Source: an optimization exercise on an open RTL-to-GDS flow (aim: small area). Production flows keep margins and buffers that such runs may drop. The RTL was checked by simulation tests, not by an equivalence proof against the original design. Power figures rest on the tool's default switching activity, not on a simulated workload.

## JK
Design apb_uart, start of the top module:
module apb_uart (
   input  wire          clk,
                        rst_n,
   input  wire          UART_RX_I,
   output reg           UART_TX_O,
   output wire          tx_fifo_empty,
                        tx_fifo_full,
                        rx_fifo_empty,
                        rx_fifo_full,
   input  wire          PENABLE,
                        PSEL,
                        PWRITE,
   input  wire [31:0]   PWDATA,
                        PADDR,
   output reg           PREADY,
   output wire          PSLVERR,
   output wire [31:0]   PRDATA
);
   wire       access   = PSEL & PENABLE;
   wire       addr_vld = ~|PADDR[31:3];
   wire [7:0] addr     = PADDR[7:0];
   reg        dap1, dap2;
   always @(posedge clk or negedge rst_n) begin
      if (!rst_n) begin
         dap1   <= 1'b0;
         dap2   <= 1'b0;
         PREADY <= 1'b0;
      end else begin
         dap1   <= access;
         dap2   <= dap1;
         PREADY <= dap2;
      end
   end
   wire acc_rdy = PREADY & access;
   wire w_en    = acc_rdy & addr_vld & PWRITE;
   assign PSLVERR = acc_rdy & ~addr_vld;
   reg       mdr;
   reg [7:0] dll, dlh, tbr;
   reg [5:0] lcr;
   reg [3:0] ier;
   reg [3:0] fsr_d;
   reg       tx_flag;
   wire      t_empty, t_full, r_empty, r_full;
   always @(posedge clk or negedge rst_n) begin
      if (!rst_n) begin
         mdr     <= 1'b0;
         dll     <= 8'd0;
         dlh     <= 8'd0;
         lcr     <= 6'd0;
         ier     <= 4'd0;
         tbr     <= 8'd0;
         fsr_d   <= 4'd0;
         tx_flag <= 1'b0;
      end else begin
         if (w_en) begin
            case (PADDR[2:0])
               3'd0: mdr <= PWDATA[0];
               3'd1: dll <= PWDATA[7:0];
               3'd2: dlh <= PWDATA[7:0];
               3'd3: lcr <= PWDATA[5:0];
               3'd4: ier <= PWDATA[3:0];
               3'd6: tbr <= PWDATA[7:0];
               default: ;
            endcase
         end
         fsr_d   <= {r_empty, r_full, t_empty, t_full};
         tx_flag <= w_en & (PADDR[2:0] == 3'd6);
      end
   end
   wire       osm = mdr;
   wire [1:0] wls = lcr[1:0];
   wire       stb = lcr[2];
   wire       pen = lcr[3];
   wire       eps = lcr[4];
   wire       bge = lcr[5];
   reg  [7:0] rbr;
   reg  [7:0] rd;
  ...
For scale: roughly 110 I/O pins, ~15000 um2 of cells after synthesis.
==> flow/config.mk <==
export PLATFORM = sky130hd
export DESIGN_NAME = apb_uart
export DESIGN_NICKNAME = apb_uart
export VERILOG_FILES = /design/flow/design.v
export SDC_FILE = /design/flow/constraint.sdc
export NUM_CORES = 4
export LEC_CHECK = 0
export CAP_MARGIN = 20
export CORE_MARGIN = 2
export CORE_UTILIZATION = 55
export SLEW_MARGIN = 20
==> flow/constraint.sdc <==
create_clock -name core_clock -period 10.0 [get_ports {clk}]
set_input_delay 2.0000 -clock core_clock [delete_from_list [all_inputs] [get_ports {clk}]]
set_output_delay 2.0000 -clock core_clock [all_outputs]
set_load 0.01 [all_outputs]
standard.sh (not shown) runs the stock make flow with config.mk's settings and CLKGATE_MAP_FILE= SYNTH_SCRIPT=/design/flow/synth_recipe.tcl, a recipe that flattens the netlist after the stock synthesis.
==> flow/flow/run.sh <==
#!/bin/bash
# The standard layout, with three changes:
#  - synthesis: the standard synthesis (synth_recipe.tcl), then the combinational cells are
#    mapped again by ABC for area (flow/remap.tcl); the registers stay as they are;
#  - the port buffers are the smallest buffer cell (buf_1), and the buffers ABC added are removed;
#  - one tie cell drives all the constant outputs;
#  - clock tree: clkbuf_8 cells, clusters of up to 20 sinks, no dummy loads.
# Each tool's output is in the ORFS logs under orfs/logs; make's output goes to standard_flow.log.
set -euo pipefail
WORK=$(pwd)
printf 'source %s/synth_recipe.tcl\nsource %s/flow/remap.tcl\n' "$WORK" "$WORK" > "$WORK/remap_synth.tcl"
CTS="-sink_clustering_enable -repair_clock_nets -dont_use_dummy_load -buf_list sky130_fd_sc_hd__clkbuf_8 -sink_clustering_size 20 -sink_clustering_max_diameter 60"
bash standard.sh "SYNTH_SCRIPT=$WORK/remap_synth.tcl" "BUFFER_PORTS_ARGS=-buffer_cell sky130_fd_sc_hd__buf_1" \
   "CTS_ARGS=$CTS" REMOVE_ABC_BUFFERS=1 SKIP_REPAIR_TIE_FANOUT=1 finish > standard_flow.log 2>&1
==> flow/flow/area.script <==
strash
&get -n
&deepsyn -T 30
&put
dch
map -a -B 0
mfs2
&get -n
&st
&dch
&nf -R 1000
&put
topo
==> flow/flow/holdmux_map.v <==
module sky130_fd_sc_hd__mux2_1 (A0, A1, S, X);
  input A0, A1, S;
  output X;
  sky130_fd_sc_hd__a22o_1 _TECHMAP_REPLACE_ (.A1(S), .A2(A1), .B1(~S), .B2(A0), .X(X));
endmodule
==> flow/flow/not_map.v <==
module \$_NOT_ (A, Y);
  input A;
  output Y;
  sky130_fd_sc_hd__inv_1 _TECHMAP_REPLACE_ (.A(A), .Y(Y));
endmodule
==> flow/flow/remap.tcl <==
# Runs after synth_recipe.tcl, in the same Yosys session: maps the combinational cells of the
# standard synthesis back to logic and has ABC map that logic again for area. The registers are
# left as the standard synthesis made them (same instances, names and cell types).
set flowdir [file dirname [file normalize [info script]]]
set models $::env(OBJECTS_DIR)/comb_models.v
exec -- $::env(PYTHON_EXE) $flowdir/genmodels.py [lindex $::env(LIB_FILES) 0] $models
techmap -map $models
techmap
abc -script $flowdir/area.script {*}$lib_args {*}$lib_dont_use_args -constr $::env(OBJECTS_DIR)/abc.constr
opt_clean -purge
# ABC maps the hold multiplexers of the async-reset registers to mux2 cells; an a22o with the
# inverted select, shared by the bits of a register, is smaller.
select -set holdmux t:sky130_fd_sc_hd__dfrtp_* %ci1:+\[D\] %ci1:+\[X\] t:sky130_fd_sc_hd__mux2_1 %i
techmap -map $flowdir/holdmux_map.v @holdmux
simplemap
opt_merge t:\$_NOT_
techmap -map $flowdir/not_map.v
opt_clean -purge
hilomap -singleton -hicell {*}$::env(TIEHI_CELL_AND_PORT) -locell {*}$::env(TIELO_CELL_AND_PORT)
splitnets
# left out here: clean up, hide names made inside functions
tee -o $::env(REPORTS_DIR)/remap_stat.txt stat {*}$lib_args
# left out here: write 1_2_yosys.v
Other scripts of this flow, unchanged in this note and not shown: flow/flow/genmodels.py
In summary, JK completed successfully, with a layout that passed the timing, DRC and antenna checks.
The following lists how MS was set up differently from JK:
# JK
export LEC_CHECK = 0
export CAP_MARGIN = 20
export CORE_MARGIN = 2
export CORE_UTILIZATION = 55
export SLEW_MARGIN = 20
create_clock -name core_clock -period 10.0 [get_ports {clk}]
# MS
export LEC_CHECK = 0
export CAP_MARGIN = 20
export CORE_MARGIN = 2
export CORE_UTILIZATION = 40
export SLEW_MARGIN = 20
create_clock -name core_clock -period 10.0 [get_ports {clk}]
diff --git a/flow/flow/remap.tcl b/flow/flow/remap.tcl
--- a/flow/flow/remap.tcl
+++ b/flow/flow/remap.tcl
@@ -15 +14,0 @@
-simplemap
==> notes.md <==
- Stage in which a tool error killed MS: netlist read-in after synthesis (1_synth).
Input changes introduced in AL (baseline for comparison: MS):
diff --git a/flow/flow/run.sh b/flow/flow/run.sh
--- a/flow/flow/run.sh
+++ b/flow/flow/run.sh
@@ -7 +7 @@
-#  - clock tree: clkbuf_8 cells, clusters of up to 20 sinks, no dummy loads.
+#  - clock tree: clkbuf_4 leaf cells in clusters of up to 10 sinks, clkbuf_8 above them, no dummy loads.
@@ -12 +12 @@
-CTS="-sink_clustering_enable -repair_clock_nets -dont_use_dummy_load -buf_list sky130_fd_sc_hd__clkbuf_8 -sink_clustering_size 20 -sink_clustering_max_diameter 60"
+CTS="-sink_clustering_enable -repair_clock_nets -dont_use_dummy_load -buf_list sky130_fd_sc_hd__clkbuf_4 -root_buf sky130_fd_sc_hd__clkbuf_8 -tree_buf sky130_fd_sc_hd__clkbuf_8 -sink_clustering_size 10 -sink_clustering_max_diameter 40"
diff --git a/flow/flow/remap.tcl b/flow/flow/remap.tcl
--- a/flow/flow/remap.tcl
+++ b/flow/flow/remap.tcl
@@ -14,0 +15 @@
+simplemap
[summary]
- AL went all the way through the flow, and no timing, DRC or antenna check failed.
--- input diff AL..TR ---
# AL
export LEC_CHECK = 0
export CAP_MARGIN = 20
export CORE_MARGIN = 2
export CORE_UTILIZATION = 40
export SLEW_MARGIN = 20
create_clock -name core_clock -period 10.0 [get_ports {clk}]
# TR
export LEC_CHECK = 0
export CAP_MARGIN = 0
export CORE_MARGIN = 2
export CORE_UTILIZATION = 40
export SLEW_MARGIN = 0
create_clock -name core_clock -period 10.0 [get_ports {clk}]
diff --git a/flow/flow/run.sh b/flow/flow/run.sh
--- a/flow/flow/run.sh
+++ b/flow/flow/run.sh
@@ -6,2 +6 @@
-#  - one tie cell drives all the constant outputs;
-#  - clock tree: clkbuf_4 leaf cells in clusters of up to 10 sinks, clkbuf_8 above them, no dummy loads.
+#  - clock tree: clkbuf_8 cells, clusters of up to 20 sinks, no dummy loads.
@@ -12 +11 @@
-CTS="-sink_clustering_enable -repair_clock_nets -dont_use_dummy_load -buf_list sky130_fd_sc_hd__clkbuf_4 -root_buf sky130_fd_sc_hd__clkbuf_8 -tree_buf sky130_fd_sc_hd__clkbuf_8 -sink_clustering_size 10 -sink_clustering_max_diameter 40"
+CTS="-sink_clustering_enable -repair_clock_nets -dont_use_dummy_load -buf_list sky130_fd_sc_hd__clkbuf_8 -sink_clustering_size 20 -sink_clustering_max_diameter 60"
@@ -14 +13 @@
-   "CTS_ARGS=$CTS" REMOVE_ABC_BUFFERS=1 SKIP_REPAIR_TIE_FANOUT=1 finish > standard_flow.log 2>&1
+   "CTS_ARGS=$CTS" REMOVE_ABC_BUFFERS=1 finish > standard_flow.log 2>&1
==> flow/flow/area.script <==
strash
dch
map -a -B 0
&get -n
&st
&dch
&nf -R 1000
&put
topo
diff --git a/flow/flow/remap.tcl b/flow/flow/remap.tcl
--- a/flow/flow/remap.tcl
+++ b/flow/flow/remap.tcl
@@ -11,8 +10,0 @@
-# ABC maps the hold multiplexers of the async-reset registers to mux2 cells; an a22o with the
-# inverted select, shared by the bits of a register, is smaller.
-select -set holdmux t:sky130_fd_sc_hd__dfrtp_* %ci1:+\[D\] %ci1:+\[X\] t:sky130_fd_sc_hd__mux2_1 %i
-techmap -map $flowdir/holdmux_map.v @holdmux
-simplemap
-opt_merge t:\$_NOT_
-techmap -map $flowdir/not_map.v
-opt_clean -purge
removed: flow/flow/holdmux_map.v
removed: flow/flow/not_map.v
[summary]
- Summary of the comparison: global-route wire length before repair is lower in TR, relative to AL.
- Going from AL to TR, layout cell share with drive strength beyond 1 climbed 1.7 points, minimum setup slack in the final design dropped 0.043 ns.
- Final-layout fill cell count ends up lower on AL.
What PW does differently from TR at the input level:
# TR
export LEC_CHECK = 0
export CAP_MARGIN = 0
export CORE_MARGIN = 2
export CORE_UTILIZATION = 40
export SLEW_MARGIN = 0
create_clock -name core_clock -period 10.0 [get_ports {clk}]
# PW
export LEC_CHECK = 0
export CAP_MARGIN = 20
export CORE_MARGIN = 2
export CORE_UTILIZATION = 40
export SLEW_MARGIN = 20
create_clock -name core_clock -period 10.0 [get_ports {clk}]
diff --git a/flow/flow/run.sh b/flow/flow/run.sh
--- a/flow/flow/run.sh
+++ b/flow/flow/run.sh
@@ -5,0 +6 @@
+#  - one tie cell drives all the constant outputs;
@@ -13 +14 @@
-   "CTS_ARGS=$CTS" REMOVE_ABC_BUFFERS=1 finish > standard_flow.log 2>&1
+   "CTS_ARGS=$CTS" REMOVE_ABC_BUFFERS=1 SKIP_REPAIR_TIE_FANOUT=1 finish > standard_flow.log 2>&1
==> flow/flow/area.script <==
strash
&get -n
&deepsyn -T 30
&put
dch
map -a -B 0
mfs2
&get -n
&st
&dch
&nf -R 1000
&put
topo
==> flow/flow/holdmux_map.v (new file) <==
module sky130_fd_sc_hd__mux2_1 (A0, A1, S, X);
  input A0, A1, S;
  output X;
  sky130_fd_sc_hd__a22o_1 _TECHMAP_REPLACE_ (.A1(S), .A2(A1), .B1(~S), .B2(A0), .X(X));
endmodule
==> flow/flow/not_map.v (new file) <==
module \$_NOT_ (A, Y);
  input A;
  output Y;
  sky130_fd_sc_hd__inv_1 _TECHMAP_REPLACE_ (.A(A), .Y(Y));
endmodule
diff --git a/flow/flow/remap.tcl b/flow/flow/remap.tcl
--- a/flow/flow/remap.tcl
+++ b/flow/flow/remap.tcl
@@ -10,0 +11,8 @@
+# ABC maps the hold multiplexers of the async-reset registers to mux2 cells; an a22o with the
+# inverted select, shared by the bits of a register, is smaller.
+select -set holdmux t:sky130_fd_sc_hd__dfrtp_* %ci1:+\[D\] %ci1:+\[X\] t:sky130_fd_sc_hd__mux2_1 %i
+techmap -map $flowdir/holdmux_map.v @holdmux
+simplemap
+opt_merge t:\$_NOT_
+techmap -map $flowdir/not_map.v
+opt_clean -purge
Notes after the runs:
Sum of internal, switching and leakage power was higher in the run labelled PW.
TR → PW: first-pass GRT wire length now sits higher, post-route clock period utilization now sits lower, part of the power in combinational logic now sits higher, area of the mapped netlist now sits lower.
Re worst slack at placement: PW is 0.044 ns up on TR.

-- static timing again, ports no longer ideal --
How much do the figures lean on ideal ports? The routed layouts below were timed once more, with nothing changed but the port constraints.
Step 1 assumes that a clkbuf_16 drives the clock port and a buf_2 every other input.
Step 2, shift: input delay + t, output delay - t, t = (earliest + latest rising clock arrival at the registers) / 2. This alone moves slack from input paths to output paths.
a / b / c = no drivers / after step 1 / after step 2; a / b = the first two.
run	t (ns)	setup slack, ns	latest minus earliest clock arrival (ns)	pins driven straight from the clock port
JK	0.631	3.937 / 3.897 / 3.897	0.081 / 0.080	1
AL	0.597	4.163 / 4.129 / 4.129	0.100 / 0.100	1
TR	0.615	4.120 / 4.083 / 4.083	0.073 / 0.073	1
PW	0.635	4.146 / 4.114 / 4.114	0.066 / 0.065	1
After both steps every run listed still meets setup and hold. The setup slack of JK, which loses most, moves by -0.040 ns with the drivers and by -0.040 ns with both steps.
